This design comes from an exercise in tuning for small area on the open sky130 flow, not from production work. The RTL was checked by simulation tests, not by an equivalence proof against the original design. No activity file was given, so power comes from the tool's default toggle rates.

// shift_concat
module shift_concat(clk, rst, stall, data_in,  valid_bits, msg_fin, data_out, done);
Size: about 140 flip-flops, about 140 I/O pins, roughly 9400 um2 of cells after synthesis.
clock: 5.0 ns
lec_check: 0
abc_area: 0
cap_margin: 20
core_margin: 2
core_utilization: 40
cts_buf_list: sky130_fd_sc_hd__clkbuf_8
cts_cluster_size: 30
gpl_timing_driven: 0
slew_margin: 20
synth_hierarchical: 1
run.sh (not shown) runs the stock make flow with config.mk's settings and CLKGATE_MAP_FILE= SYNTH_SCRIPT=/design/flow/synth_recipe.tcl, a recipe that flattens the netlist after the stock synthesis.
Next try:
- CTS_BUF_LIST: sky130_fd_sc_hd__clkbuf_8 -> unset
- CTS_CLUSTER_SIZE: 30 -> unset
- GPL_TIMING_DRIVEN: 0 -> unset
Die area does not change.
Clock power came out higher by 43%.
Power came out higher by 7.2%.
Sequential power stays flat.

---

Setup of run A:
Another version of the RTL of shift_concat (not shown whole).
Size in the first run: roughly 140 I/O pins.
export LEC_CHECK = 0
export ABC_AREA = 0
export CAP_MARGIN = 20
export CORE_MARGIN = 2
export CORE_UTILIZATION = 40
export SLEW_MARGIN = 20
export SYNTH_HIERARCHICAL = 1
create_clock -name core_clock -period 5.0 [get_ports {clk}]
standard.sh (not shown) runs the stock make flow with config.mk's settings and CLKGATE_MAP_FILE= SYNTH_SCRIPT=/design/flow/synth_recipe.tcl, a recipe that flattens the netlist after the stock synthesis.
==> flow/flow/run.sh <==
#!/bin/bash
# Layout flow: the standard layout (standard.sh) with these changes:
#  - synthesis is the standard flow's own script (synth_recipe.tcl) with ABC's mapping step
#    run as an area-oriented script (flow/abc_area_map.script); the registers
#    and their names are those of the standard synthesis;
#  - the input and output ports are buffered with buf_1 cells;
#  - clock tree synthesis uses clkbuf_8 buffers, clusters of up to 40 sinks and no dummy loads.
# Each ORFS step writes its full log under orfs/logs/; make's own output goes
# to layout.log in the work folder.
set -euo pipefail
W=$(pwd)
F=$W/flow
{ sed "s#@ABC_SCRIPT@#$F/abc_area_map.script#" "$F/abc_override.tcl"; cat "$W/synth_recipe.tcl"; } > "$W/synth_area.tcl"
sed "s#SYNTH_SCRIPT=[^ ]*#SYNTH_SCRIPT=$W/synth_area.tcl#" "$W/standard.sh" > "$W/layout.sh"
grep -q "SYNTH_SCRIPT=$W/synth_area.tcl" "$W/layout.sh"
export BUFFER_PORTS_ARGS="-buffer_cell sky130_fd_sc_hd__buf_1"
export CTS_ARGS="-sink_clustering_enable -repair_clock_nets -dont_use_dummy_load -buf_list sky130_fd_sc_hd__clkbuf_8 -sink_clustering_size 40 -sink_clustering_max_diameter 200"
bash "$W/layout.sh" finish > "$W/layout.log" 2>&1
==> flow/flow/abc_area_map.script <==
strash
dch
map -a
==> flow/flow/abc_override.tcl <==
proc abc {args} {
  set i [lsearch -exact $args -script]
  if {$i >= 0} { lset args [expr {$i + 1}] @ABC_SCRIPT@ }
  yosys abc {*}$args
}
Run A: no failed stages, no open violations at the end
Inputs modified between run A and run B:
--- a/flow/flow/run.sh
+++ b/flow/flow/run.sh
@@ -16,3 +16,3 @@
 export BUFFER_PORTS_ARGS="-buffer_cell sky130_fd_sc_hd__buf_1"
-export CTS_ARGS="-sink_clustering_enable -repair_clock_nets -dont_use_dummy_load -buf_list sky130_fd_sc_hd__clkbuf_8 -sink_clustering_size 40 -sink_clustering_max_diameter 200"
+export CTS_ARGS="-sink_clustering_enable -repair_clock_nets -dont_use_dummy_load -root_buf sky130_fd_sc_hd__clkbuf_8 -buf_list sky130_fd_sc_hd__clkbuf_4"
 bash "$W/layout.sh" finish > "$W/layout.log" 2>&1
--- a/flow/config.mk
+++ b/flow/config.mk
@@ -10,3 +10,3 @@
 export CORE_MARGIN = 2
-export CORE_UTILIZATION = 40
+export CORE_UTILIZATION = 60
 export SLEW_MARGIN = 20
Notes after the runs:
Reported for run A and run B, number of cells on the worst hold path turned out identical to the last digit.
Going from run A to run B, the worst-margin pin slew was found to have gone down by 0.0054 ns.
Power in run B vs run A: down about 5.6%
Via count: higher on run B
Final period utilization (lower): run A
Compared run B vs run A, and minimum setup slack among reg-to-reg paths is down in run B.
Run B vs run A — total number of tap cells dropped about 36%.
Diff run A and run B: portion of total power attributed to combinational logic lower in run A
The area occupied by multi-input gates on run A is in line with that on run B.
Min wire length per cell after detailed routing across run A and run B: run A
Routing usage on met3 was higher in run B than in run A.
Inputs modified between run B and run C:
--- a/flow/flow/run.sh
+++ b/flow/flow/run.sh
@@ -6,3 +6,3 @@
 #  - the input and output ports are buffered with buf_1 cells;
-#  - clock tree synthesis uses clkbuf_8 buffers, clusters of up to 40 sinks and no dummy loads.
+#  - clock tree synthesis uses a clkbuf_8 root, clkbuf_4 buffers below it and no dummy loads.
 # Each ORFS step writes its full log under orfs/logs/; make's own output goes
--- a/flow/config.mk
+++ b/flow/config.mk
@@ -8,6 +8,6 @@
 export ABC_AREA = 0
-export CAP_MARGIN = 20
+export CAP_MARGIN = 0
 export CORE_MARGIN = 2
 export CORE_UTILIZATION = 60
-export SLEW_MARGIN = 20
+export SLEW_MARGIN = 0
 export SYNTH_HIERARCHICAL = 1
Final-layout worst hold slack delta for run C relative to run B: 0.0051 ns lower
Between run B and run C, the final design area excluding fillers figures differ only marginally.
For total power, run C and run B come out practically identical.
On synthesis-to-finish area growth, run B tracks run C almost exactly.
Edits applied to the flow inputs when going from run C to run D:
--- a/flow/flow/run.sh
+++ b/flow/flow/run.sh
@@ -6,3 +6,3 @@
 #  - the input and output ports are buffered with buf_1 cells;
-#  - clock tree synthesis uses a clkbuf_8 root, clkbuf_4 buffers below it and no dummy loads.
+#  - clock tree synthesis uses clkbuf_8 buffers, clusters of up to 40 sinks and no dummy loads.
 # Each ORFS step writes its full log under orfs/logs/; make's own output goes
--- a/flow/config.mk
+++ b/flow/config.mk
@@ -8,6 +8,6 @@
 export ABC_AREA = 0
-export CAP_MARGIN = 0
+export CAP_MARGIN = 20
 export CORE_MARGIN = 2
-export CORE_UTILIZATION = 60
-export SLEW_MARGIN = 0
+export CORE_UTILIZATION = 40
+export SLEW_MARGIN = 20
 export SYNTH_HIERARCHICAL = 1
Notes after the runs:
Summary of run D over run C: wire length of the first global-routing pass rose about 6%; overall power saw little to no change; worst setup slack saw an increase.
Run D: fraction of area in registers lower than run C
## Diff of input files: run E against run D
--- a/flow/flow/run.sh
+++ b/flow/flow/run.sh
@@ -6,3 +6,3 @@
 #  - the input and output ports are buffered with buf_1 cells;
-#  - clock tree synthesis uses clkbuf_8 buffers, clusters of up to 40 sinks and no dummy loads.
+#  - clock tree synthesis uses a clkbuf_8 root, clkbuf_4 buffers below it and no dummy loads.
 # Each ORFS step writes its full log under orfs/logs/; make's own output goes
--- a/flow/config.mk
+++ b/flow/config.mk
@@ -10,3 +10,3 @@
 export CORE_MARGIN = 2
-export CORE_UTILIZATION = 40
+export CORE_UTILIZATION = 60
 export SLEW_MARGIN = 20
Results
- Max via count across run E and run D: run E
- For multi-input logic area, run E and run D come out practically identical.
- XOR/XNOR share of the synthesized area: run E vs run D — no meaningful difference
- For the ratio of cells with drive above 1 in the final layout, run E came in 0.18 points lower than run D did.
- Taking run D as the reference point, the post-route cell area of run E falls by 110 µm².
- The total power of run D and that of run E are within noise of each other.
- The run showing the greater met3 track demand over resource in global routing is run E.
- The startpoint of the most critical setup path comes out valid_bits[1] in one run and valid_bits[4] in the other, namely in run E and run D respectively.
- Looking only at routed wire length per instance, and setting everything else aside, the lower value of run E and run D goes to run D.

[port drivers added, routing unchanged]
How much do the figures lean on ideal ports? The routed layouts below were timed once more, with nothing changed but the port constraints. Step 1, drivers: a clkbuf_16 drives clk and a buf_2 each remaining input, both assumed. Step 2 times the ports against the registers' clock, not the clock port: input delays grow and output delays shrink by t, the midpoint of the rising clock arrivals with the driver on. a / b / c = no drivers / after step 1 / after step 2; a / b = the first two.
| run | shift t [ns] | setup slack, ns | slew at the worst register clock pin (ns) | worst slew at a driven data input, ns |
|---|---|---|---|---|
| the first run of note 1 | 0.502 | 0.238 / 0.259 / -0.242 | 0.10 / 0.10 | 0.06 |
| the second run of note 1 | 0.466 | 0.860 / 0.889 / 0.423 | 0.06 / 0.06 | 0.04 |
| run A | 0.473 | 1.110 / 1.124 / 0.651 | 0.08 / 0.08 | 0.04 |
| run B | 0.463 | 0.761 / 0.781 / 0.319 | 0.11 / 0.11 | 0.04 |
| run C | 0.469 | 0.787 / 0.805 / 0.336 | 0.11 / 0.11 | 0.04 |
| run D | 0.454 | 1.070 / 1.084 / 0.630 | 0.12 / 0.12 | 0.04 |
| run E | 0.463 | 0.761 / 0.781 / 0.319 | 0.11 / 0.11 | 0.04 |
With both steps, setup timing fails in the first run of note 1, where it was met with ideal ports. The setup slack of the first run of note 1, which loses most, moves by +0.021 ns with the drivers and by -0.480 ns with both steps.
